This design comes from an exercise in tuning for small area and a short achievable clock period on the open sky130 flow, not from production work.
For this run, only the layout was checked, not whether the RTL still works.
Power is estimated from default activity; no workload was simulated.

==> flow/design.v <==
`timescale 1ns / 1ps
module mac16 (
    input             clk,
    input             rst_n,
    input      [15:0] a,
    input      [15:0] b,
    input      [31:0] acc,
    output reg [31:0] out
);
    reg v1, v2;
    always @(posedge clk or negedge rst_n) begin
        if (!rst_n) begin
            v1 <= 1'b0;
            v2 <= 1'b0;
        end else begin
            v1 <= 1'b1;
            v2 <= v1;
        end
    end
    reg [15:0] a_r, b_r;
    reg [31:0] acc_r;
    always @(posedge clk) begin
        a_r   <= a;
        b_r   <= b;
        acc_r <= acc;
    end
    wire pp_0_0 = a_r[0] & b_r[0];
    wire pp_0_1 = a_r[0] & b_r[1];
    wire pp_0_2 = a_r[0] & b_r[2];
    wire pp_0_3 = a_r[0] & b_r[3];
    wire pp_0_4 = a_r[0] & b_r[4];
    wire pp_0_5 = a_r[0] & b_r[5];
    wire pp_0_6 = a_r[0] & b_r[6];
    wire pp_0_7 = a_r[0] & b_r[7];
    wire pp_0_8 = a_r[0] & b_r[8];
    wire pp_0_9 = a_r[0] & b_r[9];
    wire pp_0_10 = a_r[0] & b_r[10];
    wire pp_0_11 = a_r[0] & b_r[11];
    wire pp_0_12 = a_r[0] & b_r[12];
    wire pp_0_13 = a_r[0] & b_r[13];
    wire pp_0_14 = a_r[0] & b_r[14];
    wire pp_0_15 = a_r[0] & b_r[15];
    wire pp_1_0 = a_r[1] & b_r[0];
    wire pp_1_1 = a_r[1] & b_r[1];
    wire pp_1_2 = a_r[1] & b_r[2];
    wire pp_1_3 = a_r[1] & b_r[3];
    wire pp_1_4 = a_r[1] & b_r[4];
    wire pp_1_5 = a_r[1] & b_r[5];
    wire pp_1_6 = a_r[1] & b_r[6];
    wire pp_1_7 = a_r[1] & b_r[7];
    wire pp_1_8 = a_r[1] & b_r[8];
    wire pp_1_9 = a_r[1] & b_r[9];
    wire pp_1_10 = a_r[1] & b_r[10];
    wire pp_1_11 = a_r[1] & b_r[11];
    wire pp_1_12 = a_r[1] & b_r[12];
    wire pp_1_13 = a_r[1] & b_r[13];
    wire pp_1_14 = a_r[1] & b_r[14];
    wire pp_1_15 = a_r[1] & b_r[15];
    wire pp_2_0 = a_r[2] & b_r[0];
    wire pp_2_1 = a_r[2] & b_r[1];
    wire pp_2_2 = a_r[2] & b_r[2];
    wire pp_2_3 = a_r[2] & b_r[3];
    wire pp_2_4 = a_r[2] & b_r[4];
    wire pp_2_5 = a_r[2] & b_r[5];
    wire pp_2_6 = a_r[2] & b_r[6];
    wire pp_2_7 = a_r[2] & b_r[7];
    wire pp_2_8 = a_r[2] & b_r[8];
    wire pp_2_9 = a_r[2] & b_r[9];
    wire pp_2_10 = a_r[2] & b_r[10];
    wire pp_2_11 = a_r[2] & b_r[11];
    wire pp_2_12 = a_r[2] & b_r[12];
    wire pp_2_13 = a_r[2] & b_r[13];
    wire pp_2_14 = a_r[2] & b_r[14];
    wire pp_2_15 = a_r[2] & b_r[15];
    wire pp_3_0 = a_r[3] & b_r[0];
    wire pp_3_1 = a_r[3] & b_r[1];
    wire pp_3_2 = a_r[3] & b_r[2];
    wire pp_3_3 = a_r[3] & b_r[3];
    wire pp_3_4 = a_r[3] & b_r[4];
    wire pp_3_5 = a_r[3] & b_r[5];
    wire pp_3_6 = a_r[3] & b_r[6];
    wire pp_3_7 = a_r[3] & b_r[7];
    wire pp_3_8 = a_r[3] & b_r[8];
    wire pp_3_9 = a_r[3] & b_r[9];
    wire pp_3_10 = a_r[3] & b_r[10];
    wire pp_3_11 = a_r[3] & b_r[11];
    wire pp_3_12 = a_r[3] & b_r[12];
    wire pp_3_13 = a_r[3] & b_r[13];
    wire pp_3_14 = a_r[3] & b_r[14];
    wire pp_3_15 = a_r[3] & b_r[15];
    wire pp_4_0 = a_r[4] & b_r[0];
    wire pp_4_1 = a_r[4] & b_r[1];
    wire pp_4_2 = a_r[4] & b_r[2];
    wire pp_4_3 = a_r[4] & b_r[3];
    wire pp_4_4 = a_r[4] & b_r[4];
    wire pp_4_5 = a_r[4] & b_r[5];
    wire pp_4_6 = a_r[4] & b_r[6];
    wire pp_4_7 = a_r[4] & b_r[7];
    wire pp_4_8 = a_r[4] & b_r[8];
    wire pp_4_9 = a_r[4] & b_r[9];
    wire pp_4_10 = a_r[4] & b_r[10];
    wire pp_4_11 = a_r[4] & b_r[11];
    wire pp_4_12 = a_r[4] & b_r[12];
    wire pp_4_13 = a_r[4] & b_r[13];
    wire pp_4_14 = a_r[4] & b_r[14];
    wire pp_4_15 = a_r[4] & b_r[15];
    wire pp_5_0 = a_r[5] & b_r[0];
    wire pp_5_1 = a_r[5] & b_r[1];
    wire pp_5_2 = a_r[5] & b_r[2];
    wire pp_5_3 = a_r[5] & b_r[3];
    wire pp_5_4 = a_r[5] & b_r[4];
    wire pp_5_5 = a_r[5] & b_r[5];
    wire pp_5_6 = a_r[5] & b_r[6];
    wire pp_5_7 = a_r[5] & b_r[7];
    wire pp_5_8 = a_r[5] & b_r[8];
    wire pp_5_9 = a_r[5] & b_r[9];
    wire pp_5_10 = a_r[5] & b_r[10];
    wire pp_5_11 = a_r[5] & b_r[11];
    wire pp_5_12 = a_r[5] & b_r[12];
    wire pp_5_13 = a_r[5] & b_r[13];
    wire pp_5_14 = a_r[5] & b_r[14];
    wire pp_5_15 = a_r[5] & b_r[15];
    wire pp_6_0 = a_r[6] & b_r[0];
    wire pp_6_1 = a_r[6] & b_r[1];
    wire pp_6_2 = a_r[6] & b_r[2];
    wire pp_6_3 = a_r[6] & b_r[3];
    wire pp_6_4 = a_r[6] & b_r[4];
    wire pp_6_5 = a_r[6] & b_r[5];
    wire pp_6_6 = a_r[6] & b_r[6];
    wire pp_6_7 = a_r[6] & b_r[7];
    wire pp_6_8 = a_r[6] & b_r[8];
    wire pp_6_9 = a_r[6] & b_r[9];
    wire pp_6_10 = a_r[6] & b_r[10];
    wire pp_6_11 = a_r[6] & b_r[11];
    wire pp_6_12 = a_r[6] & b_r[12];
    wire pp_6_13 = a_r[6] & b_r[13];
    wire pp_6_14 = a_r[6] & b_r[14];
    wire pp_6_15 = a_r[6] & b_r[15];
    wire pp_7_0 = a_r[7] & b_r[0];
    wire pp_7_1 = a_r[7] & b_r[1];
    wire pp_7_2 = a_r[7] & b_r[2];
    wire pp_7_3 = a_r[7] & b_r[3];
    wire pp_7_4 = a_r[7] & b_r[4];
    wire pp_7_5 = a_r[7] & b_r[5];
    wire pp_7_6 = a_r[7] & b_r[6];
    wire pp_7_7 = a_r[7] & b_r[7];
    wire pp_7_8 = a_r[7] & b_r[8];
    wire pp_7_9 = a_r[7] & b_r[9];
    wire pp_7_10 = a_r[7] & b_r[10];
    wire pp_7_11 = a_r[7] & b_r[11];
    wire pp_7_12 = a_r[7] & b_r[12];
    wire pp_7_13 = a_r[7] & b_r[13];
    wire pp_7_14 = a_r[7] & b_r[14];
    wire pp_7_15 = a_r[7] & b_r[15];
    wire pp_8_0 = a_r[8] & b_r[0];
    wire pp_8_1 = a_r[8] & b_r[1];
    wire pp_8_2 = a_r[8] & b_r[2];
    wire pp_8_3 = a_r[8] & b_r[3];
    wire pp_8_4 = a_r[8] & b_r[4];
    wire pp_8_5 = a_r[8] & b_r[5];
    wire pp_8_6 = a_r[8] & b_r[6];
    wire pp_8_7 = a_r[8] & b_r[7];
    wire pp_8_8 = a_r[8] & b_r[8];
    wire pp_8_9 = a_r[8] & b_r[9];
    wire pp_8_10 = a_r[8] & b_r[10];
    wire pp_8_11 = a_r[8] & b_r[11];
    wire pp_8_12 = a_r[8] & b_r[12];
    wire pp_8_13 = a_r[8] & b_r[13];
    wire pp_8_14 = a_r[8] & b_r[14];
    wire pp_8_15 = a_r[8] & b_r[15];
    wire pp_9_0 = a_r[9] & b_r[0];
    wire pp_9_1 = a_r[9] & b_r[1];
    wire pp_9_2 = a_r[9] & b_r[2];
    wire pp_9_3 = a_r[9] & b_r[3];
    wire pp_9_4 = a_r[9] & b_r[4];
    wire pp_9_5 = a_r[9] & b_r[5];
    wire pp_9_6 = a_r[9] & b_r[6];
    wire pp_9_7 = a_r[9] & b_r[7];
    wire pp_9_8 = a_r[9] & b_r[8];
    wire pp_9_9 = a_r[9] & b_r[9];
    wire pp_9_10 = a_r[9] & b_r[10];
    wire pp_9_11 = a_r[9] & b_r[11];
    wire pp_9_12 = a_r[9] & b_r[12];
    wire pp_9_13 = a_r[9] & b_r[13];
    wire pp_9_14 = a_r[9] & b_r[14];
    wire pp_9_15 = a_r[9] & b_r[15];
    wire pp_10_0 = a_r[10] & b_r[0];
    wire pp_10_1 = a_r[10] & b_r[1];
    wire pp_10_2 = a_r[10] & b_r[2];
    wire pp_10_3 = a_r[10] & b_r[3];
    wire pp_10_4 = a_r[10] & b_r[4];
    wire pp_10_5 = a_r[10] & b_r[5];
    wire pp_10_6 = a_r[10] & b_r[6];
    wire pp_10_7 = a_r[10] & b_r[7];
    wire pp_10_8 = a_r[10] & b_r[8];
    wire pp_10_9 = a_r[10] & b_r[9];
    wire pp_10_10 = a_r[10] & b_r[10];
    wire pp_10_11 = a_r[10] & b_r[11];
    wire pp_10_12 = a_r[10] & b_r[12];
    wire pp_10_13 = a_r[10] & b_r[13];
    wire pp_10_14 = a_r[10] & b_r[14];
    wire pp_10_15 = a_r[10] & b_r[15];
    wire pp_11_0 = a_r[11] & b_r[0];
    wire pp_11_1 = a_r[11] & b_r[1];
    wire pp_11_2 = a_r[11] & b_r[2];
    wire pp_11_3 = a_r[11] & b_r[3];
    wire pp_11_4 = a_r[11] & b_r[4];
    wire pp_11_5 = a_r[11] & b_r[5];
    wire pp_11_6 = a_r[11] & b_r[6];
    wire pp_11_7 = a_r[11] & b_r[7];
    wire pp_11_8 = a_r[11] & b_r[8];
    wire pp_11_9 = a_r[11] & b_r[9];
    wire pp_11_10 = a_r[11] & b_r[10];
    wire pp_11_11 = a_r[11] & b_r[11];
    wire pp_11_12 = a_r[11] & b_r[12];
    wire pp_11_13 = a_r[11] & b_r[13];
    wire pp_11_14 = a_r[11] & b_r[14];
    wire pp_11_15 = a_r[11] & b_r[15];
    wire pp_12_0 = a_r[12] & b_r[0];
    wire pp_12_1 = a_r[12] & b_r[1];
    wire pp_12_2 = a_r[12] & b_r[2];
    wire pp_12_3 = a_r[12] & b_r[3];
    wire pp_12_4 = a_r[12] & b_r[4];
    wire pp_12_5 = a_r[12] & b_r[5];
    wire pp_12_6 = a_r[12] & b_r[6];
    wire pp_12_7 = a_r[12] & b_r[7];
    wire pp_12_8 = a_r[12] & b_r[8];
    wire pp_12_9 = a_r[12] & b_r[9];
    wire pp_12_10 = a_r[12] & b_r[10];
    wire pp_12_11 = a_r[12] & b_r[11];
    wire pp_12_12 = a_r[12] & b_r[12];
    wire pp_12_13 = a_r[12] & b_r[13];
    wire pp_12_14 = a_r[12] & b_r[14];
    wire pp_12_15 = a_r[12] & b_r[15];
    wire pp_13_0 = a_r[13] & b_r[0];
    wire pp_13_1 = a_r[13] & b_r[1];
    wire pp_13_2 = a_r[13] & b_r[2];
    wire pp_13_3 = a_r[13] & b_r[3];
    wire pp_13_4 = a_r[13] & b_r[4];
    wire pp_13_5 = a_r[13] & b_r[5];
    wire pp_13_6 = a_r[13] & b_r[6];
    wire pp_13_7 = a_r[13] & b_r[7];
    wire pp_13_8 = a_r[13] & b_r[8];
    wire pp_13_9 = a_r[13] & b_r[9];
    wire pp_13_10 = a_r[13] & b_r[10];
    wire pp_13_11 = a_r[13] & b_r[11];
    wire pp_13_12 = a_r[13] & b_r[12];
    wire pp_13_13 = a_r[13] & b_r[13];
    wire pp_13_14 = a_r[13] & b_r[14];
    wire pp_13_15 = a_r[13] & b_r[15];
    wire pp_14_0 = a_r[14] & b_r[0];
    wire pp_14_1 = a_r[14] & b_r[1];
    wire pp_14_2 = a_r[14] & b_r[2];
    wire pp_14_3 = a_r[14] & b_r[3];
    wire pp_14_4 = a_r[14] & b_r[4];
    wire pp_14_5 = a_r[14] & b_r[5];
    wire pp_14_6 = a_r[14] & b_r[6];
    wire pp_14_7 = a_r[14] & b_r[7];
    wire pp_14_8 = a_r[14] & b_r[8];
    wire pp_14_9 = a_r[14] & b_r[9];
    wire pp_14_10 = a_r[14] & b_r[10];
    wire pp_14_11 = a_r[14] & b_r[11];
    wire pp_14_12 = a_r[14] & b_r[12];
    wire pp_14_13 = a_r[14] & b_r[13];
    wire pp_14_14 = a_r[14] & b_r[14];
    wire pp_14_15 = a_r[14] & b_r[15];
    wire pp_15_0 = a_r[15] & b_r[0];
    wire pp_15_1 = a_r[15] & b_r[1];
    wire pp_15_2 = a_r[15] & b_r[2];
    wire pp_15_3 = a_r[15] & b_r[3];
    wire pp_15_4 = a_r[15] & b_r[4];
    wire pp_15_5 = a_r[15] & b_r[5];
    wire pp_15_6 = a_r[15] & b_r[6];
    wire pp_15_7 = a_r[15] & b_r[7];
    wire pp_15_8 = a_r[15] & b_r[8];
    wire pp_15_9 = a_r[15] & b_r[9];
    wire pp_15_10 = a_r[15] & b_r[10];
    wire pp_15_11 = a_r[15] & b_r[11];
    wire pp_15_12 = a_r[15] & b_r[12];
    wire pp_15_13 = a_r[15] & b_r[13];
    wire pp_15_14 = a_r[15] & b_r[14];
    wire pp_15_15 = a_r[15] & b_r[15];
    wire s1, c2;
    mac16_ha us1 (.a(acc_r[0]), .b(pp_0_0), .s(s1), .co(c2));
    wire s3, c4;
    mac16_fa us3 (.a(acc_r[1]), .b(pp_0_1), .c(pp_1_0), .s(s3), .co(c4));
    wire s5, c6;
    mac16_ha us5 (.a(c2), .b(s3), .s(s5), .co(c6));
    wire s7, c8;
    mac16_fa us7 (.a(acc_r[2]), .b(pp_0_2), .c(pp_1_1), .s(s7), .co(c8));
    wire s9, c10;
    mac16_fa us9 (.a(pp_2_0), .b(c4), .c(s7), .s(s9), .co(c10));
    wire s11, c12;
    mac16_ha us11 (.a(c6), .b(s9), .s(s11), .co(c12));
    wire s13, c14;
    mac16_fa us13 (.a(acc_r[3]), .b(pp_0_3), .c(pp_1_2), .s(s13), .co(c14));
    wire s15, c16;
    mac16_fa us15 (.a(pp_2_1), .b(pp_3_0), .c(c8), .s(s15), .co(c16));
    wire s17, c18;
    mac16_fa us17 (.a(s13), .b(c10), .c(s15), .s(s17), .co(c18));
    wire s19, c20;
    mac16_ha us19 (.a(c12), .b(s17), .s(s19), .co(c20));
    wire s21, c22;
    mac16_fa us21 (.a(acc_r[4]), .b(pp_0_4), .c(pp_1_3), .s(s21), .co(c22));
    wire s23, c24;
    mac16_fa us23 (.a(pp_2_2), .b(pp_3_1), .c(pp_4_0), .s(s23), .co(c24));
    wire s25, c26;
    mac16_fa us25 (.a(c14), .b(s21), .c(s23), .s(s25), .co(c26));
    wire s27, c28;
    mac16_fa us27 (.a(c16), .b(s25), .c(c18), .s(s27), .co(c28));
    wire s29, c30;
    mac16_ha us29 (.a(c20), .b(s27), .s(s29), .co(c30));
    wire s31, c32;
    mac16_fa us31 (.a(acc_r[5]), .b(pp_0_5), .c(pp_1_4), .s(s31), .co(c32));
    wire s33, c34;
    mac16_fa us33 (.a(pp_2_3), .b(pp_3_2), .c(pp_4_1), .s(s33), .co(c34));
    wire s35, c36;
    mac16_fa us35 (.a(pp_5_0), .b(c22), .c(c24), .s(s35), .co(c36));
    wire s37, c38;
    mac16_fa us37 (.a(s31), .b(s33), .c(c26), .s(s37), .co(c38));
    wire s39, c40;
    mac16_fa us39 (.a(s35), .b(s37), .c(c28), .s(s39), .co(c40));
    wire s41, c42;
    mac16_ha us41 (.a(c30), .b(s39), .s(s41), .co(c42));
    wire s43, c44;
    mac16_fa us43 (.a(acc_r[6]), .b(pp_0_6), .c(pp_1_5), .s(s43), .co(c44));
    wire s45, c46;
    mac16_fa us45 (.a(pp_2_4), .b(pp_3_3), .c(pp_4_2), .s(s45), .co(c46));
    wire s47, c48;
    mac16_fa us47 (.a(pp_5_1), .b(pp_6_0), .c(c32), .s(s47), .co(c48));
    wire s49, c50;
    mac16_fa us49 (.a(c34), .b(s43), .c(s45), .s(s49), .co(c50));
    wire s51, c52;
    mac16_fa us51 (.a(c36), .b(s47), .c(s49), .s(s51), .co(c52));
    wire s53, c54;
    mac16_fa us53 (.a(c38), .b(s51), .c(c40), .s(s53), .co(c54));
    wire s55, c56;
    mac16_ha us55 (.a(c42), .b(s53), .s(s55), .co(c56));
    wire s57, c58;
    mac16_fa us57 (.a(acc_r[7]), .b(pp_0_7), .c(pp_1_6), .s(s57), .co(c58));
    wire s59, c60;
    mac16_fa us59 (.a(pp_2_5), .b(pp_3_4), .c(pp_4_3), .s(s59), .co(c60));
    wire s61, c62;
    mac16_fa us61 (.a(pp_5_2), .b(pp_6_1), .c(pp_7_0), .s(s61), .co(c62));
    wire s63, c64;
    mac16_fa us63 (.a(c44), .b(c46), .c(s57), .s(s63), .co(c64));
    wire s65, c66;
    mac16_fa us65 (.a(s59), .b(s61), .c(c48), .s(s65), .co(c66));
    wire s67, c68;
    mac16_fa us67 (.a(c50), .b(s63), .c(s65), .s(s67), .co(c68));
    wire s69, c70;
    mac16_fa us69 (.a(c52), .b(s67), .c(c54), .s(s69), .co(c70));
    wire s71, c72;
    mac16_fa us71 (.a(acc_r[8]), .b(pp_0_8), .c(pp_1_7), .s(s71), .co(c72));
    wire s73, c74;
    mac16_fa us73 (.a(pp_2_6), .b(pp_3_5), .c(pp_4_4), .s(s73), .co(c74));
    wire s75, c76;
    mac16_fa us75 (.a(pp_5_3), .b(pp_6_2), .c(pp_7_1), .s(s75), .co(c76));
    wire s77, c78;
    mac16_fa us77 (.a(pp_8_0), .b(c58), .c(c60), .s(s77), .co(c78));
    wire s79, c80;
    mac16_fa us79 (.a(c62), .b(s71), .c(s73), .s(s79), .co(c80));
    wire s81, c82;
    mac16_fa us81 (.a(s75), .b(c64), .c(s77), .s(s81), .co(c82));
    wire s83, c84;
    mac16_fa us83 (.a(s79), .b(c66), .c(s81), .s(s83), .co(c84));
    wire s85, c86;
    mac16_ha us85 (.a(c68), .b(s83), .s(s85), .co(c86));
    wire s87, c88;
    mac16_fa us87 (.a(acc_r[9]), .b(pp_0_9), .c(pp_1_8), .s(s87), .co(c88));
    wire s89, c90;
    mac16_fa us89 (.a(pp_2_7), .b(pp_3_6), .c(pp_4_5), .s(s89), .co(c90));
    wire s91, c92;
    mac16_fa us91 (.a(pp_5_4), .b(pp_6_3), .c(pp_7_2), .s(s91), .co(c92));
    wire s93, c94;
    mac16_fa us93 (.a(pp_8_1), .b(pp_9_0), .c(c72), .s(s93), .co(c94));
    wire s95, c96;
    mac16_fa us95 (.a(c74), .b(c76), .c(s87), .s(s95), .co(c96));
    wire s97, c98;
    mac16_fa us97 (.a(s89), .b(s91), .c(c78), .s(s97), .co(c98));
    wire s99, c100;
    mac16_fa us99 (.a(s93), .b(c80), .c(s95), .s(s99), .co(c100));
    wire s101, c102;
    mac16_fa us101 (.a(c82), .b(s97), .c(s99), .s(s101), .co(c102));
    wire s103, c104;
    mac16_fa us103 (.a(c84), .b(s101), .c(c86), .s(s103), .co(c104));
    wire s105, c106;
    mac16_fa us105 (.a(acc_r[10]), .b(pp_0_10), .c(pp_10_0), .s(s105), .co(c106));
    wire s107, c108;
    mac16_fa us107 (.a(pp_1_9), .b(pp_2_8), .c(pp_3_7), .s(s107), .co(c108));
    wire s109, c110;
    mac16_fa us109 (.a(pp_4_6), .b(pp_5_5), .c(pp_6_4), .s(s109), .co(c110));
    wire s111, c112;
    mac16_fa us111 (.a(pp_7_3), .b(pp_8_2), .c(pp_9_1), .s(s111), .co(c112));
    wire s113, c114;
    mac16_fa us113 (.a(c88), .b(c90), .c(c92), .s(s113), .co(c114));
    wire s115, c116;
    mac16_fa us115 (.a(s105), .b(s107), .c(s109), .s(s115), .co(c116));
    wire s117, c118;
    mac16_fa us117 (.a(s111), .b(c94), .c(c96), .s(s117), .co(c118));
    wire s119, c120;
    mac16_fa us119 (.a(s113), .b(s115), .c(c98), .s(s119), .co(c120));
    wire s121, c122;
    mac16_fa us121 (.a(c100), .b(s117), .c(s119), .s(s121), .co(c122));
    wire s123, c124;
    mac16_fa us123 (.a(c102), .b(s121), .c(c104), .s(s123), .co(c124));
    wire s125, c126;
    mac16_fa us125 (.a(acc_r[11]), .b(pp_0_11), .c(pp_10_1), .s(s125), .co(c126));
    wire s127, c128;
    mac16_fa us127 (.a(pp_11_0), .b(pp_1_10), .c(pp_2_9), .s(s127), .co(c128));
    wire s129, c130;
    mac16_fa us129 (.a(pp_3_8), .b(pp_4_7), .c(pp_5_6), .s(s129), .co(c130));
    wire s131, c132;
    mac16_fa us131 (.a(pp_6_5), .b(pp_7_4), .c(pp_8_3), .s(s131), .co(c132));
    wire s133, c134;
    mac16_fa us133 (.a(pp_9_2), .b(c106), .c(c108), .s(s133), .co(c134));
    wire s135, c136;
    mac16_fa us135 (.a(c110), .b(c112), .c(s125), .s(s135), .co(c136));
    wire s137, c138;
    mac16_fa us137 (.a(s127), .b(s129), .c(s131), .s(s137), .co(c138));
    wire s139, c140;
    mac16_fa us139 (.a(c114), .b(s133), .c(c116), .s(s139), .co(c140));
    wire s141, c142;
    mac16_fa us141 (.a(s135), .b(s137), .c(c118), .s(s141), .co(c142));
    wire s143, c144;
    mac16_fa us143 (.a(s139), .b(c120), .c(s141), .s(s143), .co(c144));
    wire s145, c146;
    mac16_ha us145 (.a(c122), .b(s143), .s(s145), .co(c146));
    wire s147, c148;
    mac16_fa us147 (.a(acc_r[12]), .b(pp_0_12), .c(pp_10_2), .s(s147), .co(c148));
    wire s149, c150;
    mac16_fa us149 (.a(pp_11_1), .b(pp_12_0), .c(pp_1_11), .s(s149), .co(c150));
    wire s151, c152;
    mac16_fa us151 (.a(pp_2_10), .b(pp_3_9), .c(pp_4_8), .s(s151), .co(c152));
    wire s153, c154;
    mac16_fa us153 (.a(pp_5_7), .b(pp_6_6), .c(pp_7_5), .s(s153), .co(c154));
    wire s155, c156;
    mac16_fa us155 (.a(pp_8_4), .b(pp_9_3), .c(c126), .s(s155), .co(c156));
    wire s157, c158;
    mac16_fa us157 (.a(c128), .b(c130), .c(c132), .s(s157), .co(c158));
    wire s159, c160;
    mac16_fa us159 (.a(s147), .b(s149), .c(s151), .s(s159), .co(c160));
    wire s161, c162;
    mac16_fa us161 (.a(s153), .b(c134), .c(s155), .s(s161), .co(c162));
    wire s163, c164;
    mac16_fa us163 (.a(c136), .b(c138), .c(s157), .s(s163), .co(c164));
    wire s165, c166;
    mac16_fa us165 (.a(s159), .b(c140), .c(s161), .s(s165), .co(c166));
    wire s167, c168;
    mac16_fa us167 (.a(s163), .b(c142), .c(s165), .s(s167), .co(c168));
    wire s169, c170;
    mac16_fa us169 (.a(c144), .b(s167), .c(c146), .s(s169), .co(c170));
    wire s171, c172;
    mac16_fa us171 (.a(acc_r[13]), .b(pp_0_13), .c(pp_10_3), .s(s171), .co(c172));
    wire s173, c174;
    mac16_fa us173 (.a(pp_11_2), .b(pp_12_1), .c(pp_13_0), .s(s173), .co(c174));
    wire s175, c176;
    mac16_fa us175 (.a(pp_1_12), .b(pp_2_11), .c(pp_3_10), .s(s175), .co(c176));
    wire s177, c178;
    mac16_fa us177 (.a(pp_4_9), .b(pp_5_8), .c(pp_6_7), .s(s177), .co(c178));
    wire s179, c180;
    mac16_fa us179 (.a(pp_7_6), .b(pp_8_5), .c(pp_9_4), .s(s179), .co(c180));
    wire s181, c182;
    mac16_fa us181 (.a(c148), .b(c150), .c(c152), .s(s181), .co(c182));
    wire s183, c184;
    mac16_fa us183 (.a(c154), .b(s171), .c(s173), .s(s183), .co(c184));
    wire s185, c186;
    mac16_fa us185 (.a(s175), .b(s177), .c(s179), .s(s185), .co(c186));
    wire s187, c188;
    mac16_fa us187 (.a(c156), .b(c158), .c(c160), .s(s187), .co(c188));
    wire s189, c190;
    mac16_fa us189 (.a(s181), .b(s183), .c(s185), .s(s189), .co(c190));
    wire s191, c192;
    mac16_fa us191 (.a(c162), .b(c164), .c(s187), .s(s191), .co(c192));
    wire s193, c194;
    mac16_fa us193 (.a(s189), .b(c166), .c(s191), .s(s193), .co(c194));
    wire s195, c196;
    mac16_ha us195 (.a(c168), .b(s193), .s(s195), .co(c196));
    wire s197, c198;
    mac16_fa us197 (.a(acc_r[14]), .b(pp_0_14), .c(pp_10_4), .s(s197), .co(c198));
    wire s199, c200;
    mac16_fa us199 (.a(pp_11_3), .b(pp_12_2), .c(pp_13_1), .s(s199), .co(c200));
    wire s201, c202;
    mac16_fa us201 (.a(pp_14_0), .b(pp_1_13), .c(pp_2_12), .s(s201), .co(c202));
    wire s203, c204;
    mac16_fa us203 (.a(pp_3_11), .b(pp_4_10), .c(pp_5_9), .s(s203), .co(c204));
    wire s205, c206;
    mac16_fa us205 (.a(pp_6_8), .b(pp_7_7), .c(pp_8_6), .s(s205), .co(c206));
    wire s207, c208;
    mac16_fa us207 (.a(pp_9_5), .b(c172), .c(c174), .s(s207), .co(c208));
    wire s209, c210;
    mac16_fa us209 (.a(c176), .b(c178), .c(c180), .s(s209), .co(c210));
    wire s211, c212;
    mac16_fa us211 (.a(s197), .b(s199), .c(s201), .s(s211), .co(c212));
    wire s213, c214;
    mac16_fa us213 (.a(s203), .b(s205), .c(c182), .s(s213), .co(c214));
    wire s215, c216;
    mac16_fa us215 (.a(c184), .b(s207), .c(c186), .s(s215), .co(c216));
    wire s217, c218;
    mac16_fa us217 (.a(s209), .b(s211), .c(c188), .s(s217), .co(c218));
    wire s219, c220;
    mac16_fa us219 (.a(s213), .b(c190), .c(s215), .s(s219), .co(c220));
    wire s221, c222;
    mac16_fa us221 (.a(s217), .b(c192), .c(s219), .s(s221), .co(c222));
    wire s223, c224;
    mac16_ha us223 (.a(c194), .b(s221), .s(s223), .co(c224));
    wire s225, c226;
    mac16_ha us225 (.a(c196), .b(s223), .s(s225), .co(c226));
    wire s227, c228;
    mac16_fa us227 (.a(acc_r[15]), .b(pp_0_15), .c(pp_10_5), .s(s227), .co(c228));
    wire s229, c230;
    mac16_fa us229 (.a(pp_11_4), .b(pp_12_3), .c(pp_13_2), .s(s229), .co(c230));
    wire s231, c232;
    mac16_fa us231 (.a(pp_14_1), .b(pp_15_0), .c(pp_1_14), .s(s231), .co(c232));
    wire s233, c234;
    mac16_fa us233 (.a(pp_2_13), .b(pp_3_12), .c(pp_4_11), .s(s233), .co(c234));
    wire s235, c236;
    mac16_fa us235 (.a(pp_5_10), .b(pp_6_9), .c(pp_7_8), .s(s235), .co(c236));
    wire s237, c238;
    mac16_fa us237 (.a(pp_8_7), .b(pp_9_6), .c(c198), .s(s237), .co(c238));
    wire s239, c240;
    mac16_fa us239 (.a(c200), .b(c202), .c(c204), .s(s239), .co(c240));
    wire s241, c242;
    mac16_fa us241 (.a(c206), .b(s227), .c(s229), .s(s241), .co(c242));
    wire s243, c244;
    mac16_fa us243 (.a(s231), .b(s233), .c(s235), .s(s243), .co(c244));
    wire s245, c246;
    mac16_fa us245 (.a(c208), .b(s237), .c(c210), .s(s245), .co(c246));
    wire s247, c248;
    mac16_fa us247 (.a(c212), .b(s239), .c(s241), .s(s247), .co(c248));
    wire s249, c250;
    mac16_fa us249 (.a(s243), .b(c214), .c(c216), .s(s249), .co(c250));
    wire s251, c252;
    mac16_fa us251 (.a(s245), .b(s247), .c(c218), .s(s251), .co(c252));
    wire s253, c254;
    mac16_fa us253 (.a(c220), .b(s249), .c(s251), .s(s253), .co(c254));
    wire s255, c256;
    mac16_fa us255 (.a(c222), .b(s253), .c(c224), .s(s255), .co(c256));
    wire s257, c258;
    mac16_fa us257 (.a(acc_r[16]), .b(pp_10_6), .c(pp_11_5), .s(s257), .co(c258));
    wire s259, c260;
    mac16_fa us259 (.a(pp_12_4), .b(pp_13_3), .c(pp_14_2), .s(s259), .co(c260));
    wire s261, c262;
    mac16_fa us261 (.a(pp_15_1), .b(pp_1_15), .c(pp_2_14), .s(s261), .co(c262));
    wire s263, c264;
    mac16_fa us263 (.a(pp_3_13), .b(pp_4_12), .c(pp_5_11), .s(s263), .co(c264));
    wire s265, c266;
    mac16_fa us265 (.a(pp_6_10), .b(pp_7_9), .c(pp_8_8), .s(s265), .co(c266));
    wire s267, c268;
    mac16_fa us267 (.a(pp_9_7), .b(c228), .c(c230), .s(s267), .co(c268));
    wire s269, c270;
    mac16_fa us269 (.a(c232), .b(c234), .c(c236), .s(s269), .co(c270));
    wire s271, c272;
    mac16_fa us271 (.a(s257), .b(s259), .c(s261), .s(s271), .co(c272));
    wire s273, c274;
    mac16_fa us273 (.a(s263), .b(s265), .c(c238), .s(s273), .co(c274));
    wire s275, c276;
    mac16_fa us275 (.a(c240), .b(c242), .c(s267), .s(s275), .co(c276));
    wire s277, c278;
    mac16_fa us277 (.a(c244), .b(s269), .c(s271), .s(s277), .co(c278));
    wire s279, c280;
    mac16_fa us279 (.a(s273), .b(c246), .c(c248), .s(s279), .co(c280));
    wire s281, c282;
    mac16_fa us281 (.a(s275), .b(s277), .c(c250), .s(s281), .co(c282));
    wire s283, c284;
    mac16_fa us283 (.a(s279), .b(c252), .c(s281), .s(s283), .co(c284));
    wire s285, c286;
    mac16_ha us285 (.a(c254), .b(s283), .s(s285), .co(c286));
    wire s287, c288;
    mac16_fa us287 (.a(acc_r[17]), .b(pp_10_7), .c(pp_11_6), .s(s287), .co(c288));
    wire s289, c290;
    mac16_fa us289 (.a(pp_12_5), .b(pp_13_4), .c(pp_14_3), .s(s289), .co(c290));
    wire s291, c292;
    mac16_fa us291 (.a(pp_15_2), .b(pp_2_15), .c(pp_3_14), .s(s291), .co(c292));
    wire s293, c294;
    mac16_fa us293 (.a(pp_4_13), .b(pp_5_12), .c(pp_6_11), .s(s293), .co(c294));
    wire s295, c296;
    mac16_fa us295 (.a(pp_7_10), .b(pp_8_9), .c(pp_9_8), .s(s295), .co(c296));
    wire s297, c298;
    mac16_fa us297 (.a(c258), .b(c260), .c(c262), .s(s297), .co(c298));
    wire s299, c300;
    mac16_fa us299 (.a(c264), .b(c266), .c(s287), .s(s299), .co(c300));
    wire s301, c302;
    mac16_fa us301 (.a(s289), .b(s291), .c(s293), .s(s301), .co(c302));
    wire s303, c304;
    mac16_fa us303 (.a(s295), .b(c268), .c(c270), .s(s303), .co(c304));
    wire s305, c306;
    mac16_fa us305 (.a(c272), .b(s297), .c(s299), .s(s305), .co(c306));
    wire s307, c308;
    mac16_fa us307 (.a(s301), .b(c274), .c(c276), .s(s307), .co(c308));
    wire s309, c310;
    mac16_fa us309 (.a(s303), .b(c278), .c(s305), .s(s309), .co(c310));
    wire s311, c312;
    mac16_fa us311 (.a(c280), .b(s307), .c(s309), .s(s311), .co(c312));
    wire s313, c314;
    mac16_fa us313 (.a(c282), .b(s311), .c(c284), .s(s313), .co(c314));
    wire s315, c316;
    mac16_fa us315 (.a(acc_r[18]), .b(pp_10_8), .c(pp_11_7), .s(s315), .co(c316));
    wire s317, c318;
    mac16_fa us317 (.a(pp_12_6), .b(pp_13_5), .c(pp_14_4), .s(s317), .co(c318));
    wire s319, c320;
    mac16_fa us319 (.a(pp_15_3), .b(pp_3_15), .c(pp_4_14), .s(s319), .co(c320));
    wire s321, c322;
    mac16_fa us321 (.a(pp_5_13), .b(pp_6_12), .c(pp_7_11), .s(s321), .co(c322));
    wire s323, c324;
    mac16_fa us323 (.a(pp_8_10), .b(pp_9_9), .c(c288), .s(s323), .co(c324));
    wire s325, c326;
    mac16_fa us325 (.a(c290), .b(c292), .c(c294), .s(s325), .co(c326));
    wire s327, c328;
    mac16_fa us327 (.a(c296), .b(s315), .c(s317), .s(s327), .co(c328));
    wire s329, c330;
    mac16_fa us329 (.a(s319), .b(s321), .c(c298), .s(s329), .co(c330));
    wire s331, c332;
    mac16_fa us331 (.a(s323), .b(c300), .c(c302), .s(s331), .co(c332));
    wire s333, c334;
    mac16_fa us333 (.a(s325), .b(s327), .c(c304), .s(s333), .co(c334));
    wire s335, c336;
    mac16_fa us335 (.a(s329), .b(c306), .c(s331), .s(s335), .co(c336));
    wire s337, c338;
    mac16_fa us337 (.a(c308), .b(s333), .c(c310), .s(s337), .co(c338));
    wire s339, c340;
    mac16_fa us339 (.a(s335), .b(c312), .c(s337), .s(s339), .co(c340));
    wire s341, c342;
    mac16_fa us341 (.a(acc_r[19]), .b(pp_10_9), .c(pp_11_8), .s(s341), .co(c342));
    wire s343, c344;
    mac16_fa us343 (.a(pp_12_7), .b(pp_13_6), .c(pp_14_5), .s(s343), .co(c344));
    wire s345, c346;
    mac16_fa us345 (.a(pp_15_4), .b(pp_4_15), .c(pp_5_14), .s(s345), .co(c346));
    wire s347, c348;
    mac16_fa us347 (.a(pp_6_13), .b(pp_7_12), .c(pp_8_11), .s(s347), .co(c348));
    wire s349, c350;
    mac16_fa us349 (.a(pp_9_10), .b(c316), .c(c318), .s(s349), .co(c350));
    wire s351, c352;
    mac16_fa us351 (.a(c320), .b(c322), .c(s341), .s(s351), .co(c352));
    wire s353, c354;
    mac16_fa us353 (.a(s343), .b(s345), .c(s347), .s(s353), .co(c354));
    wire s355, c356;
    mac16_fa us355 (.a(c324), .b(c326), .c(c328), .s(s355), .co(c356));
    wire s357, c358;
    mac16_fa us357 (.a(s349), .b(s351), .c(s353), .s(s357), .co(c358));
    wire s359, c360;
    mac16_fa us359 (.a(c330), .b(c332), .c(s355), .s(s359), .co(c360));
    wire s361, c362;
    mac16_fa us361 (.a(s357), .b(c334), .c(c336), .s(s361), .co(c362));
    wire s363, c364;
    mac16_fa us363 (.a(s359), .b(c338), .c(s361), .s(s363), .co(c364));
    wire s365, c366;
    mac16_fa us365 (.a(acc_r[20]), .b(pp_10_10), .c(pp_11_9), .s(s365), .co(c366));
    wire s367, c368;
    mac16_fa us367 (.a(pp_12_8), .b(pp_13_7), .c(pp_14_6), .s(s367), .co(c368));
    wire s369, c370;
    mac16_fa us369 (.a(pp_15_5), .b(pp_5_15), .c(pp_6_14), .s(s369), .co(c370));
    wire s371, c372;
    mac16_fa us371 (.a(pp_7_13), .b(pp_8_12), .c(pp_9_11), .s(s371), .co(c372));
    wire s373, c374;
    mac16_fa us373 (.a(c342), .b(c344), .c(c346), .s(s373), .co(c374));
    wire s375, c376;
    mac16_fa us375 (.a(c348), .b(s365), .c(s367), .s(s375), .co(c376));
    wire s377, c378;
    mac16_fa us377 (.a(s369), .b(s371), .c(c350), .s(s377), .co(c378));
    wire s379, c380;
    mac16_fa us379 (.a(c352), .b(s373), .c(c354), .s(s379), .co(c380));
    wire s381, c382;
    mac16_fa us381 (.a(s375), .b(s377), .c(c356), .s(s381), .co(c382));
    wire s383, c384;
    mac16_fa us383 (.a(c358), .b(s379), .c(c360), .s(s383), .co(c384));
    wire s385, c386;
    mac16_fa us385 (.a(s381), .b(c362), .c(s383), .s(s385), .co(c386));
    wire s387, c388;
    mac16_ha us387 (.a(c364), .b(s385), .s(s387), .co(c388));
    wire s389, c390;
    mac16_fa us389 (.a(acc_r[21]), .b(pp_10_11), .c(pp_11_10), .s(s389), .co(c390));
    wire s391, c392;
    mac16_fa us391 (.a(pp_12_9), .b(pp_13_8), .c(pp_14_7), .s(s391), .co(c392));
    wire s393, c394;
    mac16_fa us393 (.a(pp_15_6), .b(pp_6_15), .c(pp_7_14), .s(s393), .co(c394));
    wire s395, c396;
    mac16_fa us395 (.a(pp_8_13), .b(pp_9_12), .c(c366), .s(s395), .co(c396));
    wire s397, c398;
    mac16_fa us397 (.a(c368), .b(c370), .c(c372), .s(s397), .co(c398));
    wire s399, c400;
    mac16_fa us399 (.a(s389), .b(s391), .c(s393), .s(s399), .co(c400));
    wire s401, c402;
    mac16_fa us401 (.a(c374), .b(s395), .c(c376), .s(s401), .co(c402));
    wire s403, c404;
    mac16_fa us403 (.a(s397), .b(s399), .c(c378), .s(s403), .co(c404));
    wire s405, c406;
    mac16_fa us405 (.a(c380), .b(s401), .c(s403), .s(s405), .co(c406));
    wire s407, c408;
    mac16_fa us407 (.a(c382), .b(s405), .c(c384), .s(s407), .co(c408));
    wire s409, c410;
    mac16_ha us409 (.a(c386), .b(s407), .s(s409), .co(c410));
    wire s411, c412;
    mac16_fa us411 (.a(acc_r[22]), .b(pp_10_12), .c(pp_11_11), .s(s411), .co(c412));
    wire s413, c414;
    mac16_fa us413 (.a(pp_12_10), .b(pp_13_9), .c(pp_14_8), .s(s413), .co(c414));
    wire s415, c416;
    mac16_fa us415 (.a(pp_15_7), .b(pp_7_15), .c(pp_8_14), .s(s415), .co(c416));
    wire s417, c418;
    mac16_fa us417 (.a(pp_9_13), .b(c390), .c(c392), .s(s417), .co(c418));
    wire s419, c420;
    mac16_fa us419 (.a(c394), .b(s411), .c(s413), .s(s419), .co(c420));
    wire s421, c422;
    mac16_fa us421 (.a(s415), .b(c396), .c(c398), .s(s421), .co(c422));
    wire s423, c424;
    mac16_fa us423 (.a(s417), .b(c400), .c(s419), .s(s423), .co(c424));
    wire s425, c426;
    mac16_fa us425 (.a(c402), .b(s421), .c(s423), .s(s425), .co(c426));
    wire s427, c428;
    mac16_fa us427 (.a(c404), .b(s425), .c(c406), .s(s427), .co(c428));
    wire s429, c430;
    mac16_ha us429 (.a(s427), .b(c408), .s(s429), .co(c430));
    wire s431, c432;
    mac16_fa us431 (.a(acc_r[23]), .b(pp_10_13), .c(pp_11_12), .s(s431), .co(c432));
    wire s433, c434;
    mac16_fa us433 (.a(pp_12_11), .b(pp_13_10), .c(pp_14_9), .s(s433), .co(c434));
    wire s435, c436;
    mac16_fa us435 (.a(pp_15_8), .b(pp_8_15), .c(pp_9_14), .s(s435), .co(c436));
    wire s437, c438;
    mac16_fa us437 (.a(c412), .b(c414), .c(c416), .s(s437), .co(c438));
    wire s439, c440;
    mac16_fa us439 (.a(s431), .b(s433), .c(s435), .s(s439), .co(c440));
    wire s441, c442;
    mac16_fa us441 (.a(c418), .b(c420), .c(s437), .s(s441), .co(c442));
    wire s443, c444;
    mac16_fa us443 (.a(s439), .b(c422), .c(c424), .s(s443), .co(c444));
    wire s445, c446;
    mac16_fa us445 (.a(s441), .b(c426), .c(s443), .s(s445), .co(c446));
    wire s447, c448;
    mac16_ha us447 (.a(s445), .b(c428), .s(s447), .co(c448));
    wire s449, c450;
    mac16_fa us449 (.a(acc_r[24]), .b(pp_10_14), .c(pp_11_13), .s(s449), .co(c450));
    wire s451, c452;
    mac16_fa us451 (.a(pp_12_12), .b(pp_13_11), .c(pp_14_10), .s(s451), .co(c452));
    wire s453, c454;
    mac16_fa us453 (.a(pp_15_9), .b(pp_9_15), .c(c432), .s(s453), .co(c454));
    wire s455, c456;
    mac16_fa us455 (.a(c434), .b(c436), .c(s449), .s(s455), .co(c456));
    wire s457, c458;
    mac16_fa us457 (.a(s451), .b(c438), .c(s453), .s(s457), .co(c458));
    wire s459, c460;
    mac16_fa us459 (.a(c440), .b(s455), .c(c442), .s(s459), .co(c460));
    wire s461, c462;
    mac16_fa us461 (.a(s457), .b(c444), .c(s459), .s(s461), .co(c462));
    wire s463, c464;
    mac16_ha us463 (.a(c446), .b(s461), .s(s463), .co(c464));
    wire s465, c466;
    mac16_fa us465 (.a(acc_r[25]), .b(pp_10_15), .c(pp_11_14), .s(s465), .co(c466));
    wire s467, c468;
    mac16_fa us467 (.a(pp_12_13), .b(pp_13_12), .c(pp_14_11), .s(s467), .co(c468));
    wire s469, c470;
    mac16_fa us469 (.a(pp_15_10), .b(c450), .c(c452), .s(s469), .co(c470));
    wire s471, c472;
    mac16_fa us471 (.a(s465), .b(s467), .c(c454), .s(s471), .co(c472));
    wire s473, c474;
    mac16_fa us473 (.a(c456), .b(s469), .c(s471), .s(s473), .co(c474));
    wire s475, c476;
    mac16_fa us475 (.a(c458), .b(c460), .c(s473), .s(s475), .co(c476));
    wire s477, c478;
    mac16_fa us477 (.a(c462), .b(s475), .c(c464), .s(s477), .co(c478));
    wire s479, c480;
    mac16_fa us479 (.a(acc_r[26]), .b(pp_11_15), .c(pp_12_14), .s(s479), .co(c480));
    wire s481, c482;
    mac16_fa us481 (.a(pp_13_13), .b(pp_14_12), .c(pp_15_11), .s(s481), .co(c482));
    wire s483, c484;
    mac16_fa us483 (.a(c466), .b(c468), .c(s479), .s(s483), .co(c484));
    wire s485, c486;
    mac16_fa us485 (.a(s481), .b(c470), .c(s483), .s(s485), .co(c486));
    wire s487, c488;
    mac16_fa us487 (.a(c472), .b(s485), .c(c474), .s(s487), .co(c488));
    wire s489, c490;
    mac16_ha us489 (.a(s487), .b(c476), .s(s489), .co(c490));
    wire s491, c492;
    mac16_fa us491 (.a(acc_r[27]), .b(pp_12_15), .c(pp_13_14), .s(s491), .co(c492));
    wire s493, c494;
    mac16_fa us493 (.a(pp_14_13), .b(pp_15_12), .c(c480), .s(s493), .co(c494));
    wire s495, c496;
    mac16_fa us495 (.a(c482), .b(s491), .c(c484), .s(s495), .co(c496));
    wire s497, c498;
    mac16_fa us497 (.a(s493), .b(c486), .c(s495), .s(s497), .co(c498));
    wire s499, c500;
    mac16_fa us499 (.a(s497), .b(c488), .c(c490), .s(s499), .co(c500));
    wire s501, c502;
    mac16_fa us501 (.a(acc_r[28]), .b(pp_13_15), .c(pp_14_14), .s(s501), .co(c502));
    wire s503, c504;
    mac16_fa us503 (.a(pp_15_13), .b(c492), .c(s501), .s(s503), .co(c504));
    wire s505, c506;
    mac16_fa us505 (.a(c494), .b(s503), .c(c496), .s(s505), .co(c506));
    wire s507, c508;
    mac16_ha us507 (.a(s505), .b(c498), .s(s507), .co(c508));
    wire s509, c510;
    mac16_fa us509 (.a(acc_r[29]), .b(pp_14_15), .c(pp_15_14), .s(s509), .co(c510));
    wire s511, c512;
    mac16_fa us511 (.a(c502), .b(s509), .c(c504), .s(s511), .co(c512));
    wire s513, c514;
    mac16_fa us513 (.a(s511), .b(c506), .c(c508), .s(s513), .co(c514));
    wire s515, c516;
    mac16_fa us515 (.a(acc_r[30]), .b(pp_15_15), .c(c510), .s(s515), .co(c516));
    wire s517, c518;
    mac16_fa us517 (.a(s515), .b(c512), .c(c514), .s(s517), .co(c518));
    wire s519 = acc_r[31] ^ c516 ^ c518;
    reg [31:0] x_r;
    reg [31:0] y_r;
    always @(posedge clk) begin
        x_r[0] <= s1;
        x_r[1] <= s5;
        x_r[2] <= s11;
        x_r[3] <= s19;
        x_r[4] <= s29;
        x_r[5] <= s41;
        x_r[6] <= s55;
        x_r[7] <= c56;
        x_r[8] <= s85;
        x_r[9] <= s103;
        x_r[10] <= s123;
        x_r[11] <= s145;
        x_r[12] <= s169;
        x_r[13] <= s195;
        x_r[14] <= s225;
        x_r[15] <= c226;
        x_r[16] <= s285;
        x_r[17] <= c286;
        x_r[18] <= s339;
        x_r[19] <= c340;
        x_r[20] <= s387;
        x_r[21] <= s409;
        x_r[22] <= s429;
        x_r[23] <= s447;
        x_r[24] <= s463;
        x_r[25] <= s477;
        x_r[26] <= s489;
        x_r[27] <= s499;
        x_r[28] <= s507;
        x_r[29] <= s513;
        x_r[30] <= s517;
        x_r[31] <= s519;
        y_r[7] <= s69;
        y_r[8] <= c70;
        y_r[11] <= c124;
        y_r[13] <= c170;
        y_r[15] <= s255;
        y_r[16] <= c256;
        y_r[17] <= s313;
        y_r[18] <= c314;
        y_r[19] <= s363;
        y_r[21] <= c388;
        y_r[22] <= c410;
        y_r[23] <= c430;
        y_r[24] <= c448;
        y_r[26] <= c478;
        y_r[28] <= c500;
    end
    wire [31:0] y_v = {1'b0, 1'b0, 1'b0, y_r[28], 1'b0, y_r[26], 1'b0, y_r[24], y_r[23], y_r[22], y_r[21], 1'b0, y_r[19], y_r[18], y_r[17], y_r[16], y_r[15], 1'b0, y_r[13], 1'b0, y_r[11], 1'b0, 1'b0, y_r[8], y_r[7], 1'b0, 1'b0, 1'b0, 1'b0, 1'b0, 1'b0, 1'b0};
    wire [31:0] sum = x_r + y_v;
    always @(posedge clk or negedge rst_n) begin
        if (!rst_n)
            out <= 32'd0;
        else
            out <= v2 ? sum : 32'd0;
    end
endmodule
module mac16_fa (input a, input b, input c, output s, output co);
    assign s  = a ^ b ^ c;
    assign co = (a & b) | (a & c) | (b & c);
endmodule
module mac16_ha (input a, input b, output s, output co);
    assign s  = a ^ b;
    assign co = a & b;
endmodule
==> flow/run.sh <==
#!/bin/bash
# synth_recipe.tcl (not shown) runs the flow's synth.tcl, then flattens the netlist and writes it again
# the make line also repeats each setting of config.mk as NAME=value (left out here)
make -C /OpenROAD-flow-scripts/flow DESIGN_CONFIG=/design/flow/config.mk WORK_HOME=/design/flow/orfs CLKGATE_MAP_FILE= SYNTH_SCRIPT=/design/flow/synth_recipe.tcl finish
==> flow/config.mk <==
export PLATFORM = sky130hd
export DESIGN_NAME = mac16
export DESIGN_NICKNAME = mac16
export VERILOG_FILES = /design/flow/design.v
export SDC_FILE = /design/flow/constraint.sdc
export NUM_CORES = 4
export LEC_CHECK = 0
export CAP_MARGIN = 20
export CORE_MARGIN = 2
export CORE_UTILIZATION = 40
export SLEW_MARGIN = 20
export SYNTH_HIERARCHICAL = 1
export SYNTH_MINIMUM_KEEP_SIZE = 0
==> flow/constraint.sdc <==
create_clock -name core_clock -period 15.0 [get_ports {clk}]
set_input_delay 3.0000 -clock core_clock [delete_from_list [all_inputs] [get_ports {clk}]]
set_output_delay 3.0000 -clock core_clock [all_outputs]
set_load 0.01 [all_outputs]
==> summary.txt <==
- Total of flip-flops plus latches after synthesis: about 150
- Crit Path Category: flip-flop to flip-flop
- Half-perimeter wire length after detailed placement: 18.8 mm
- Total via count in the routed design: 6,468
- Final setup fails: 0
- Power share of the sequential group: 28.0%
- Layout overhead on the synthesized area: 16.8%
- Drt drc: 0
- Count of flip-flops with a built-in enable after synthesis: 0
- Internal: 1.27 mW
- Post-layout minimum cycle time: between 4 and 5 ns
- Timing endpoint of the critical path: y_r[17]$_DFF_P_
- Top-Level Pins: 98
- Clock transition time at the flip-flop clock pins of the worst setup and hold paths: 0.07 ns
- Floorplan die width: 170 µm
- Proportion of layout cells with a drive suffix above 1: 4.49%
- Netlist Area Pre-Place: 11,000 µm²
- Number of distinct library cells after synthesis: 48
- Peak VDD IR: approximately 99 µV
- Pin slew with the least headroom to its limit: roughly 0.8 ns
- Post-CTS sizing: 0
- Sort of element at the end of the critical path: flip-flop
- Critical register-to-register path startpoint: a_r[0]$_DFF_P_
- Depth of the CTS H-tree: 4
- Rows: 60
- # Max-Cap Violations: 0
- Post-layout worst setup margin: 10.68 ns
- Net switching power of the design: 0.793 mW
- Gpl congestion: 0.851
- Number of DRC violations after detailed-routing iteration 0: 422
- Total Routing Usage GR: 18.7%
- CP arrival: around 4.6 ns
- Clock latency of the later-clocked register in the worst-skew pair: about 0.43 ns
- Count of buffers from port buffering: 97
- Core Area: around 27,000 µm²
- Hold WC Path Type: flip-flop to flip-flop
- Clock Sinks: 145
- Number of cell instances on the worst register-to-register path: 8
- Critical path startpoint: a_r[0]$_DFF_P_
- Setup repair after global routing missed its margin: no
- Switching power as a share of total power: 38.4%
- Largest net degree at the start of global routing: 43
- Total number of yosys warnings: 7
- Antenna diode instance count: 0
- Post-route setup TNS: 0 ns
- CP Max Fanout: 16
- Ratio of final minimum period to clock period: between 20 and 30%
- CP Launch Type: flip-flop
- Pins Over Slew Limit: 0
- Num CTS Buffers: 17
- Max Clock Freq: 232 MHz
- Power per cell area: 160 nW/µm²
- Number of nets at the end of the flow: 1,285
- Number of buffers on the longest clock path: 2
- Worst reg2reg path endpoint: y_r[17]$_DFF_P_
- Quantity of hold-fixing buffers added after cts: 0
- Remaining global-route overflow: 0
- Clock network power share: 20.4%
- Fin Hold WS: 0.350 ns
- Vias in the first global route: 7,210
- Post-route total power: between 2 and 2.5 mW
- Post-placement setup slack: approximately 11 ns
- Fraction of registers with async set/reset: 23.4%
- Cell at the root of the clock tree: sky130_fd_sc_hd__clkbuf_16
- TritonCTS clock tree: done
- Routed Antenna Nets: 0
- Number of buffers added for setup after CTS: 0
- Synthesized Nets: 1,203
- Antenna violations before repair: 0
- Outcome: complete, no violations
- Length of the first detailed-routing pass in iterations: 5
- Average size of a mapped cell: 12.8 µm²
- Sequential share of the synthesized area: between 20% and 30%
- Starting density of the core: just over 40%
- Slack of the worst reg-to-reg path: 10.68 ns
- Slew headroom: a little under half
- Vertical die dimension: 170 µm
- Cell count after synthesis: 862
- Detail-routed net length per standard cell: 19.6 µm
- Setup clock skew after layout: 0.0136 ns
- Area of the die: 28,900 µm²
- Leakage Power: ~5.5 nW
- Combinational share of power: 51.7%
- Global-route wire length before repair: between 40 and 50 mm
- Ratio of routed vias to standard cells: 4.98
- Required time reported for the critical path endpoint: about 15 ns
- Count of endpoints failing hold in the final timing report: 0
- Total wire length: 25.4 mm
- Most instantiated flip-flop cell in the synthesis netlist: sky130_fd_sc_hd__dfxtp_1
[logic make-up after synthesis]
kind of cell	count (synthesis)	share of synthesized area, %
XOR/XNOR	15	1.19
other	1	0.0340
multiplexers	5	0.454
buffers and inverters	42	1.43
AND/OR/NAND/NOR	337	18.9
adder cells (fa/ha/maj)	275	47.5
AO/OA/AOI/OAI	42	2.62
flip-flops	145	27.9
[synth_stat cells, drive strengths merged (2+ instances only)]
master  count  area share, %
and2      277             16
fa        240             44
dfxtp     111             20
clkbuf     35            1.2
ha         35            4.0
dfrtp      34            7.7
nand2      16           0.54
a21oi      13           0.62
xnor2      11           0.87
o21ai       8           0.47
nand2b      7           0.40
nand3       7           0.32
inv         6           0.20
mux2i       5           0.45
and3        4           0.27
nand3b      4           0.27
nand4       4           0.23
nor3        4           0.23
xor2        4           0.32
a21boi      3           0.20
nor2        3           0.10
nor2b       3           0.17
or3         3           0.17
a211oi      2           0.14
a21o        2           0.14
a31oi       2           0.11
o21a        2           0.14
o31ai       2           0.18
[routing by layer]
layer  vias up  part of all wire (%)  track usage (%)
met5         -                     0                0
met4         0                   1.5             4.46
met3        32                   6.4             4.91
met2       229                    46             29.6
met1      3331                    46             25.9
li1       2876                     -                -
[flip-flops by register name, indices dropped and copies added (netlist names)]
register	flops
a_r	16
acc_r	32
b_r	16
out	32
v1	1
v2	1
x_r	32
y_r	15
[cell usage in the layout (no fill, tap or decap), types with 3 or more instances in the layout]
cell type                         instances
sky130_fd_sc_hd__and2_1                 277
sky130_fd_sc_hd__fa_1                   240
sky130_fd_sc_hd__dfxtp_1                111
sky130_fd_sc_hd__clkdlybuf4s50_1         96
sky130_fd_sc_hd__ha_1                    35
sky130_fd_sc_hd__dfrtp_1                 34
sky130_fd_sc_hd__clkbuf_16               17
sky130_fd_sc_hd__nand2_1                 16
sky130_fd_sc_hd__a21oi_1                 12
sky130_fd_sc_hd__xnor2_1                 11
sky130_fd_sc_hd__nand2b_1                 7
sky130_fd_sc_hd__nand3_1                  7
sky130_fd_sc_hd__inv_1                    6
sky130_fd_sc_hd__o21ai_0                  5
sky130_fd_sc_hd__mux2i_1                  5
sky130_fd_sc_hd__nand4_1                  4
sky130_fd_sc_hd__nand3b_1                 4
sky130_fd_sc_hd__xor2_1                   4
sky130_fd_sc_hd__and3_1                   3
sky130_fd_sc_hd__o21ai_2                  3
sky130_fd_sc_hd__a21boi_0                 3
sky130_fd_sc_hd__nor2_1                   3
sky130_fd_sc_hd__nor2b_1                  3
sky130_fd_sc_hd__nor3_1                   3
sky130_fd_sc_hd__or3_1                    3
sky130_fd_sc_hd__inv_8                    3
sky130_fd_sc_hd__inv_6                    3
sky130_fd_sc_hd__clkinvlp_4               3
[cell type report]
| type | instances | area [µm²] |
|---|---|---|
| Clock buffer | 17 | 425 |
| Clock inverter | 15 | 154 |
| Fill cell | 2456 | 14100 |
| Inverter | 6 | 22.5 |
| Multi-Input combinational cell | 675 | 7800 |
| Sequential cell | 145 | 3070 |
| Tap cell | 341 | 427 |
| Timing Repair Buffer | 99 | 981 |
[per-stage QoR]
stage	std cells	area (µm²)	utilization [%]
detailed placement	1266	12300	45.5
global placement	1266	12300	45.5
floorplan	862	11000	-
global route	1298	12900	47.7
CTS	1298	12900	47.7
finish	1298	12900	47.7
[critical path, cell delays in order, from the launching register on]
cell	delay, ns
sky130_fd_sc_hd__dfxtp_1	0.78
sky130_fd_sc_hd__and2_1	0.25
sky130_fd_sc_hd__fa_1	0.47
sky130_fd_sc_hd__fa_1	0.46
sky130_fd_sc_hd__fa_1	0.47
sky130_fd_sc_hd__fa_1	0.44
sky130_fd_sc_hd__fa_1	0.46
sky130_fd_sc_hd__fa_1	0.41
sky130_fd_sc_hd__fa_1	0.44
[modules after synthesis, one instance, submodules excluded]
module | flip-flops and latches | copies in the design | cells inside | area, µm²
mac16_fa | 0 | 239 | 1 | 20.0
mac16 | 145 | 1 | 603 | 6000
mac16_ha | 0 | 20 | 1 | 12.5
[power groups by stage]
stage                     registers [mW]  clock network (mW)  logic [mW]
after floorplan                    0.573                   0       0.733
after global placement             0.588                   0        1.05
after detailed placement           0.588                   0        1.08
after CTS                          0.580               0.434        1.09
after global routing               0.592               0.451        1.23
final                              0.578               0.421        1.07
[how the worst min path moves through the flow]
stage | from | to | slack, ns | cells after the start
2_1_floorplan | v1$_DFF_PN0_ | v2$_DFF_PN0_ | 0.33 | 0
3_3_place_gp | v1$_DFF_PN0_ | v2$_DFF_PN0_ | 0.33 | 0
3_5_place_dp | v1$_DFF_PN0_ | v2$_DFF_PN0_ | 0.34 | 0
4_1_cts | v1$_DFF_PN0_ | v2$_DFF_PN0_ | 0.35 | 0
5_1_grt | v1$_DFF_PN0_ | v2$_DFF_PN0_ | 0.36 | 0
6_report | v1$_DFF_PN0_ | v2$_DFF_PN0_ | 0.35 | 0

separate check: timing with driven ports:
No port has a modelled driver above. Below, the same layout with a new extraction and two added sets of constraints.
Step 1 sets driving cells, clkbuf_16 on the clock port and buf_2 on the other inputs (assumed; they add their load-dependent delay and slew).
Step 2 times the ports against the registers' clock, not the clock port: input delays grow and output delays shrink by t, the midpoint of the rising clock arrivals with the driver on.
Three values: ideal, step 1, step 2; two values: the first two.
t (ns): 0.477
setup WS [ns]: 10.684 / 10.657 / 10.684
hold slack, ns: 0.350 / 0.350 / 0.350
worst slew at a driven data input, ns: 0.03
cell pins on the clock port's net: 1
After both steps this run still meets setup and hold. The setup slack of this run moves by -0.027 ns with the drivers and by 0.000 ns with both steps.
